Context: an optimization exercise on an open-source flow, tuned for small area and a short achievable clock period. The choices shown serve that exercise and are no tape-out recipe. In this exercise RTL edits were held to simulation tests only and were not proved equivalent to the original. The flow treats the clock pin as an ideal source, which a real chip does not have. No activity file was given, so power comes from the tool's default toggle rates.

Setup of build 19:
## SCPU
module SCPU(clk, rst_n, in_valid, instruction, MEM_out, busy, out_valid, out0, out1, out2, out3, out4, out5, out6, out7, out8, out9, out10, out11, out12, out13, out14, out15, WEN, ADDR, MEM_in);
Size: roughly 440 flip-flops, about 330 I/O pins.
Settings: LEC_CHECK=0, ABC_AREA=1, CAP_MARGIN=0, CORE_MARGIN=2, CORE_UTILIZATION=40, CTS_CLUSTER_DIAMETER=100, CTS_CLUSTER_SIZE=25, SETUP_SLACK_MARGIN=5, SLEW_MARGIN=0, SYNTH_HIERARCHICAL=1, SYNTH_MINIMUM_KEEP_SIZE=0, TNS_END_PERCENT=5; clock period 8.0 ns.
standard.sh (not shown) runs the stock make flow with config.mk's settings and CLKGATE_MAP_FILE= SYNTH_SCRIPT=/design/flow/synth_recipe.tcl, a recipe that flattens the netlist after the stock synthesis.
==> flow/flow/run.sh <==
#!/bin/bash
set -euo pipefail
bash standard.sh "BUFFER_PORTS_ARGS=-buffer_cell sky130_fd_sc_hd__buf_1" "POST_CTS_TCL=$(pwd)/flow/post_cts.tcl" finish > standard.log 2>&1
==> flow/flow/post_cts.tcl <==
# After CTS and its timing repair: downsize cells that are off the paths
# that limit the period (keeping the setup slack margin), then legalize.
log_cmd repair_timing -recover_power 100 -setup_margin $::env(SETUP_SLACK_MARGIN) -match_cell_footprint -verbose
set result [catch { detailed_placement } msg]
if { $result != 0 } { error "Detailed placement failed after power recovery: $msg" }
log_cmd estimate_parasitics -placement
report_worst_slack
Build 19 closes out successfully: all stages finished, all timing, DRC and antenna checks passed.
What build 70 does differently from build 19 at the input level:
- a change of CAP_MARGIN from 0 to 20
- a change of SLEW_MARGIN from 0 to 20
==> flow/flow/run.sh <==
#!/bin/bash
set -euo pipefail
bash standard.sh "BUFFER_PORTS_ARGS=-buffer_cell sky130_fd_sc_hd__buf_1" finish > standard.log 2>&1
removed: flow/flow/post_cts.tcl
Findings:
Reported for build 19 and build 70, I/O pin count turned out identical to the last digit. Clock share of power: build 70 vs build 19 — no meaningful difference. When build 70 is set beside build 19, its count of nets after finishing turns out to be 58 smaller. The routed wire length of build 70 falls short of that of build 19 by 1500 um. On global-route usage, build 19 and build 70 are basically level. Looking at minimum clock period across both flows, build 70 is the stronger of the two, with build 19 trailing. ~same total power divided by cell area in build 19 and build 70. Going from build 19 to build 70, the hold slack was found to have gone up by 3.0 ps. Between build 70 and build 19, the fmax does not differ in any meaningful way.
Input-level comparison between build 21 and build 70:
- CAP_MARGIN now 0, was 20
- PLACE_DENSITY now 0.75, previously not set
- SLEW_MARGIN now 0, was 20
## What came out
- Build 21 vs build 70 — quantity of gates resized following cts dropped by a little under 10%
- Any difference in final area between build 21 and build 70 is small enough to ignore.
- Between build 70 and build 21, the placed cell count figures differ only marginally.
#### Input delta (build 76 over build 21)
- a deleted PLACE_DENSITY that had been 0.75
Biggest fanout along the worst timing path: build 76 and build 21 compared, lower one is build 76
Build 76: clock period minus final worst setup slack higher than build 21
In build 76, total global-route track usage is higher than in build 21.
Against build 21, final total power in build 76 rose slightly.


== lane 1 ==
SCPU again, from the RTL that the note above started with.
==> flow/config.mk <==
export PLATFORM = sky130hd
export DESIGN_NAME = SCPU
export DESIGN_NICKNAME = SCPU
export VERILOG_FILES = /design/flow/design.v
export SDC_FILE = /design/flow/constraint.sdc
export NUM_CORES = 8
export LEC_CHECK = 0
export ABC_AREA = 1
export CAP_MARGIN = 20
export CORE_MARGIN = 2
export CORE_UTILIZATION = 45
export CTS_CLUSTER_DIAMETER = 100
export CTS_CLUSTER_SIZE = 25
export SETUP_SLACK_MARGIN = 5
export SLEW_MARGIN = 20
export SYNTH_HIERARCHICAL = 1
export SYNTH_MINIMUM_KEEP_SIZE = 0
==> flow/constraint.sdc <==
create_clock -name core_clock -period 8.0 [get_ports {clk}]
set_input_delay 1.6000 -clock core_clock [delete_from_list [all_inputs] [get_ports {clk}]]
set_output_delay 1.6000 -clock core_clock [all_outputs]
set_load 0.01 [all_outputs]
==> flow/flow/run.sh <==
#!/bin/bash
set -euo pipefail
bash standard.sh "BUFFER_PORTS_ARGS=-buffer_cell sky130_fd_sc_hd__buf_1" finish > standard.log 2>&1
Changes in lane 2 relative to lane 1:
- CORE_UTILIZATION changed from 45 to 40
Results
- In summary, lane 2 completed successfully, with a layout that passed the timing, DRC and antenna checks.
- The final reports for lane 2 and lane 1 show maximum number of pins on one net before global-route repair higher in the former.
- Lane 1 has higher final critical-path share of the clock period than lane 2.
- Looking only at placed instance count, and setting everything else aside, the higher value of lane 1 and lane 2 goes to lane 2.
Edits applied to the flow inputs when going from lane 2 to lane 3:
- SETUP_SLACK_MARGIN now 4.8, was 5
[summary]
Lane 3 did not stop at any stage, and its layout met the timing, DRC and antenna checks. Re final period utilization: lane 2 and lane 3 aren't equal, and the lower value belongs to lane 2. Between lane 2 and lane 3, the flow reports inverter count decreasing slightly. Comparing number of ordinary and repair buffers in the finished layout for lane 2 and lane 3, the smaller number came from lane 3. On final standard cell area without fillers, lane 3 does better than lane 2. [compare] base=lane 2 new=lane 3: share of the final layout cell area in multi-input gates picked up an extra 0.91 points, routability congestion estimate lost about 1.1%, total power density per cell area lost about 3%, combinational fraction of design power lost 2.0 points.
Setup changes, lane 3 to lane 4
- removing SETUP_SLACK_MARGIN (formerly 4.8)
==> flow/flow/run.sh <==
#!/bin/bash
set -euo pipefail
MARGIN=5.3
bash standard.sh "BUFFER_PORTS_ARGS=-buffer_cell sky130_fd_sc_hd__buf_1" "SETUP_SLACK_MARGIN=$MARGIN" finish > standard.log 2>&1
==> comparison <==
Lane 3 vs lane 4, capture point of the critical path: out13[1] vs ADDR[4]
Setup slack in lane 4 is larger than in lane 3.
Higher number of clock-tree buffers in the layout was reported by lane 4, not lane 3.
Result: PASS for each of lane 3 and lane 4
Maximum buffer depth of the clock tree: lane 4 vs lane 3 — no meaningful difference


Starting RTL as in the previous note.
==> flow/config.mk <==
export PLATFORM = sky130hd
export DESIGN_NAME = SCPU
export DESIGN_NICKNAME = SCPU
export VERILOG_FILES = /design/flow/design.v
export SDC_FILE = /design/flow/constraint.sdc
export NUM_CORES = 8
export LEC_CHECK = 0
export ABC_AREA = 1
export CAP_MARGIN = 0
export CORE_MARGIN = 2
export CORE_UTILIZATION = 40
export CTS_CLUSTER_DIAMETER = 100
export CTS_CLUSTER_SIZE = 25
export PLACE_DENSITY = 0.5
export SETUP_SLACK_MARGIN = 5
export SLEW_MARGIN = 0
export SYNTH_HIERARCHICAL = 1
export SYNTH_MINIMUM_KEEP_SIZE = 0
export TNS_END_PERCENT = 5
==> flow/constraint.sdc <==
create_clock -name core_clock -period 8.0 [get_ports {clk}]
set_input_delay 1.6000 -clock core_clock [delete_from_list [all_inputs] [get_ports {clk}]]
set_output_delay 1.6000 -clock core_clock [all_outputs]
set_load 0.01 [all_outputs]
==> flow/flow/run.sh <==
#!/bin/bash
set -euo pipefail
bash standard.sh "BUFFER_PORTS_ARGS=-buffer_cell sky130_fd_sc_hd__buf_1" finish > standard.log 2>&1
Edit:
==> flow/flow/run.sh (replaced) <==
#!/bin/bash
set -euo pipefail
bash standard.sh "BUFFER_PORTS_ARGS=-buffer_cell sky130_fd_sc_hd__buf_1" RECOVER_POWER=100 finish > standard.log 2>&1
- CAP_MARGIN: 0 -> 20
- PLACE_DENSITY: 0.5 -> unset
- SLEW_MARGIN: 0 -> 20
With this change the flow ran to the end with violations: capacitance limit, slew limit.
Global-route usage drops by 0.81 points.
Power is lower by 1.2%.
Hold slack stays flat.
Final cell count is about the same.
Clock-buffer cell count decreases by 6.
Sequential power barely changes.
Routed wire length came out lower by 0.68%.
Setup slack got worse by 2100 ps.
Die area stays the same.


SCPU, a different RTL version from the one above (not shown whole).
Size: roughly 3800 cells after synthesis, roughly 440 flip-flops, about 330 I/O pins, ~28000 um^2 of cells after synthesis.
## SCPU
module SCPU(clk, rst_n, in_valid, instruction, MEM_out, busy, out_valid, out0, out1, out2, out3, out4, out5, out6, out7, out8, out9, out10, out11, out12, out13, out14, out15, WEN, ADDR, MEM_in);
input clk, rst_n, in_valid;
input [18:0] instruction;
input [15:0] MEM_out;
output busy, out_valid, WEN;
output [12:0] ADDR;
output [15:0] MEM_in;
output reg [15:0] out0, out1, out2, out3, out4, out5, out6, out7, out8, out9, out10, out11, out12, out13, out14, out15;
assign busy = 1'b0;
wire [15:0] rdA, rdB;
wire [3:0] s0_n, s10_n, s11_n;
wire c4_n, c80_n, c81_n;
wire [4:0] ahp1_n;
wire [255:0] xi_s1_r = {out15, out14, out13, out12, out11, out10, out9, out8, out7, out6, out5, out4, out3, out2, out1, out0};
wire [18:0] xi_s1_ins = instruction;
wire [15:0] xo_s1_rda;
assign rdA = xo_s1_rda;
wire [15:0] xo_s1_rdb;
assign rdB = xo_s1_rdb;
wire [3:0] xo_s1_s0;
assign s0_n = xo_s1_s0;
wire  xo_s1_c4;
assign c4_n = xo_s1_c4;
wire [3:0] xo_s1_s10;
assign s10_n = xo_s1_s10;
wire  xo_s1_c80;
assign c80_n = xo_s1_c80;
wire [3:0] xo_s1_s11;
assign s11_n = xo_s1_s11;
wire  xo_s1_c81;
assign c81_n = xo_s1_c81;
wire [4:0] xo_s1_ahp1;
assign ahp1_n = xo_s1_ahp1;
if (1) begin : s1
  wire [255:0] r = xi_s1_r;
  wire [18:0] ins = xi_s1_ins;
  wire [15:0] rda;
  assign xo_s1_rda = rda;
  wire [15:0] rdb;
  assign xo_s1_rdb = rdb;
  wire [3:0] s0;
  assign xo_s1_s0 = s0;
  wire  c4;
  assign xo_s1_c4 = c4;
  wire [3:0] s10;
  assign xo_s1_s10 = s10;
  wire  c80;
  assign xo_s1_c80 = c80;
  wire [3:0] s11;
  assign xo_s1_s11 = s11;
  wire  c81;
  assign xo_s1_c81 = c81;
  wire [4:0] ahp1;
  assign xo_s1_ahp1 = ahp1;
wire [15:0] sa = 16'd1 << ins[15:12];
wire [15:0] sb = 16'd1 << ins[11:8];
  ...
clock: 8.0 ns
lec_check: 0
abc_area: 1
cap_margin: 10
core_margin: 2
core_utilization: 40
cts_cluster_diameter: 100
cts_cluster_size: 25
setup_slack_margin: 5
slew_margin: 10
synth_hierarchical: 1
synth_minimum_keep_size: 0
tns_end_percent: 20
==> flow/flow/run.sh <==
#!/bin/bash
# The standard layout, with two changes:
# 1. The port buffers are plain buf_1 cells (the resizer may still resize
#    them) instead of the default choice.
# 2. Two passes: the first pass is the standard layout. The second pass
#    redoes the layout from detailed routing on: before it, the gates are
#    resized (sizing and pin swaps only) with the parasitics extracted from
#    the first pass's routed layout, then legalized and globally routed again
#    (flow/postroute_resize.tcl, a PRE_DETAIL_ROUTE hook).
# Each tool's output goes to a log file of its own in this folder.
set -euo pipefail
HERE=$(pwd)
PORTS="BUFFER_PORTS_ARGS=-buffer_cell sky130_fd_sc_hd__buf_1"
RES=$HERE/orfs/results/$FLOW_PLATFORM/SCPU/base

bash standard.sh "$PORTS" finish > standard_pass1.log 2>&1
mkdir -p pass1
cp $RES/6_final.spef pass1/6_final.spef
cp out/final.def pass1/final.def
rm -f out/final.def
for f in $RES/5_2_route.odb $RES/5_3_fillcell.odb $RES/5_route.odb $RES/5_route.sdc $RES/6_*; do rm -f $f; done
export POSTROUTE_SPEF=$HERE/pass1/6_final.spef
bash standard.sh "$PORTS" "PRE_DETAIL_ROUTE_TCL=$HERE/flow/postroute_resize.tcl" finish > standard_pass2.log 2>&1
==> flow/flow/postroute_resize.tcl <==
# PRE_DETAIL_ROUTE hook of the second layout pass: resize gates with the
# parasitics extracted from the first pass's routed layout (same netlist), so
# that timing repair sees real wires rather than estimates; then legalize and
# route globally again before the detailed routing.
if { [info exists ::env(POSTROUTE_SPEF)] && [file exists $::env(POSTROUTE_SPEF)] } {
  source $::env(PLATFORM_DIR)/setRC.tcl
  set_propagated_clock [all_clocks]
  estimate_parasitics -placement
  read_spef $::env(POSTROUTE_SPEF)
  puts "post-route resize: worst slack before [worst_slack -max]"
  if { [env_var_exists_and_non_empty DONT_USE_CELLS] } {
    set_dont_use $::env(DONT_USE_CELLS)
  }
  repair_timing -setup -setup_margin $::env(SETUP_SLACK_MARGIN) -sequence "sizeup,swap" \
    -match_cell_footprint -verbose
  puts "post-route resize: worst slack after [worst_slack -max]"
  set_placement_padding -global \
    -left $::env(CELL_PAD_IN_SITES_DETAIL_PLACEMENT) \
    -right $::env(CELL_PAD_IN_SITES_DETAIL_PLACEMENT)
  detailed_placement
  check_placement -verbose
  source $::env(FASTROUTE_TCL)
  global_route -congestion_report_file $::env(REPORTS_DIR)/congestion_postroute_resize.rpt \
    {*}$::env(GLOBAL_ROUTE_ARGS)
}
The starting point passed the timing, DRC and antenna checks.
Then changed:
==> flow/flow/run.sh (replaced) <==
#!/bin/bash
set -euo pipefail
bash standard.sh "BUFFER_PORTS_ARGS=-buffer_cell sky130_fd_sc_hd__buf_1" finish > standard.log 2>&1
removed: flow/flow/postroute_resize.tcl
The changed run completed with no timing, DRC or antenna violations.
Final area goes down slightly.
Power goes down slightly.
Synthesized area is unchanged.
Synthesized cell count is unchanged.
Critical path depth stays the same.
Flip-flop and latch count is unchanged.

## re-timing with driven ports
Ports are ideal in the flow. The routed layouts listed here were re-timed in OpenROAD.
Step 1 sets driving cells, clkbuf_16 on the clock port and buf_2 on the other inputs (assumed; they add their load-dependent delay and slew).
Step 2 also shifts input and output timing later by t, the mid clock arrival at the registers, as if the neighbouring blocks saw the same clock.
Three values: ideal, step 1, step 2; two values: the first two.
run	shift t [ns]	setup WS [ns]	worst setup path at the end	clock arrival spread, ns	cell pins on the clock port's net
build 19	0.697	4.799 / 4.785 / 4.131	input to register	0.060 / 0.060	1
build 70	0.701	4.802 / 4.776 / 4.135	input to register	0.062 / 0.062	1
build 21	0.698	4.860 / 4.790 / 4.120	input to register	0.075 / 0.076	1
build 76	0.700	4.849 / 4.775 / 4.185	input to register	0.063 / 0.064	1
lane 1	0.703	4.842 / 4.770 / 4.171	input to register	0.041 / 0.040	1
lane 2	0.709	4.876 / 4.805 / 4.253	input to register	0.036 / 0.036	1
lane 3	0.679	4.702 / 4.702 / 4.128	input to register	0.050 / 0.050	1
lane 4	0.724	4.882 / 4.811 / 4.215	input to register	0.055 / 0.054	1
the first run of note 3	0.698	4.815 / 4.743 / 4.138	input to register	0.045 / 0.045	1
the second run of note 3	0.699	2.665 / 2.665 / 2.665	register to register	0.059 / 0.060	1
the first run of note 4	0.680	4.753 / 4.684 / 4.235	input to register	0.056 / 0.056	1
the second run of note 4	0.679	4.751 / 4.682 / 4.119	input to register	0.055 / 0.055	1
The setup slack of build 21, which loses most, moves by -0.070 ns with the drivers and by -0.740 ns with both steps.
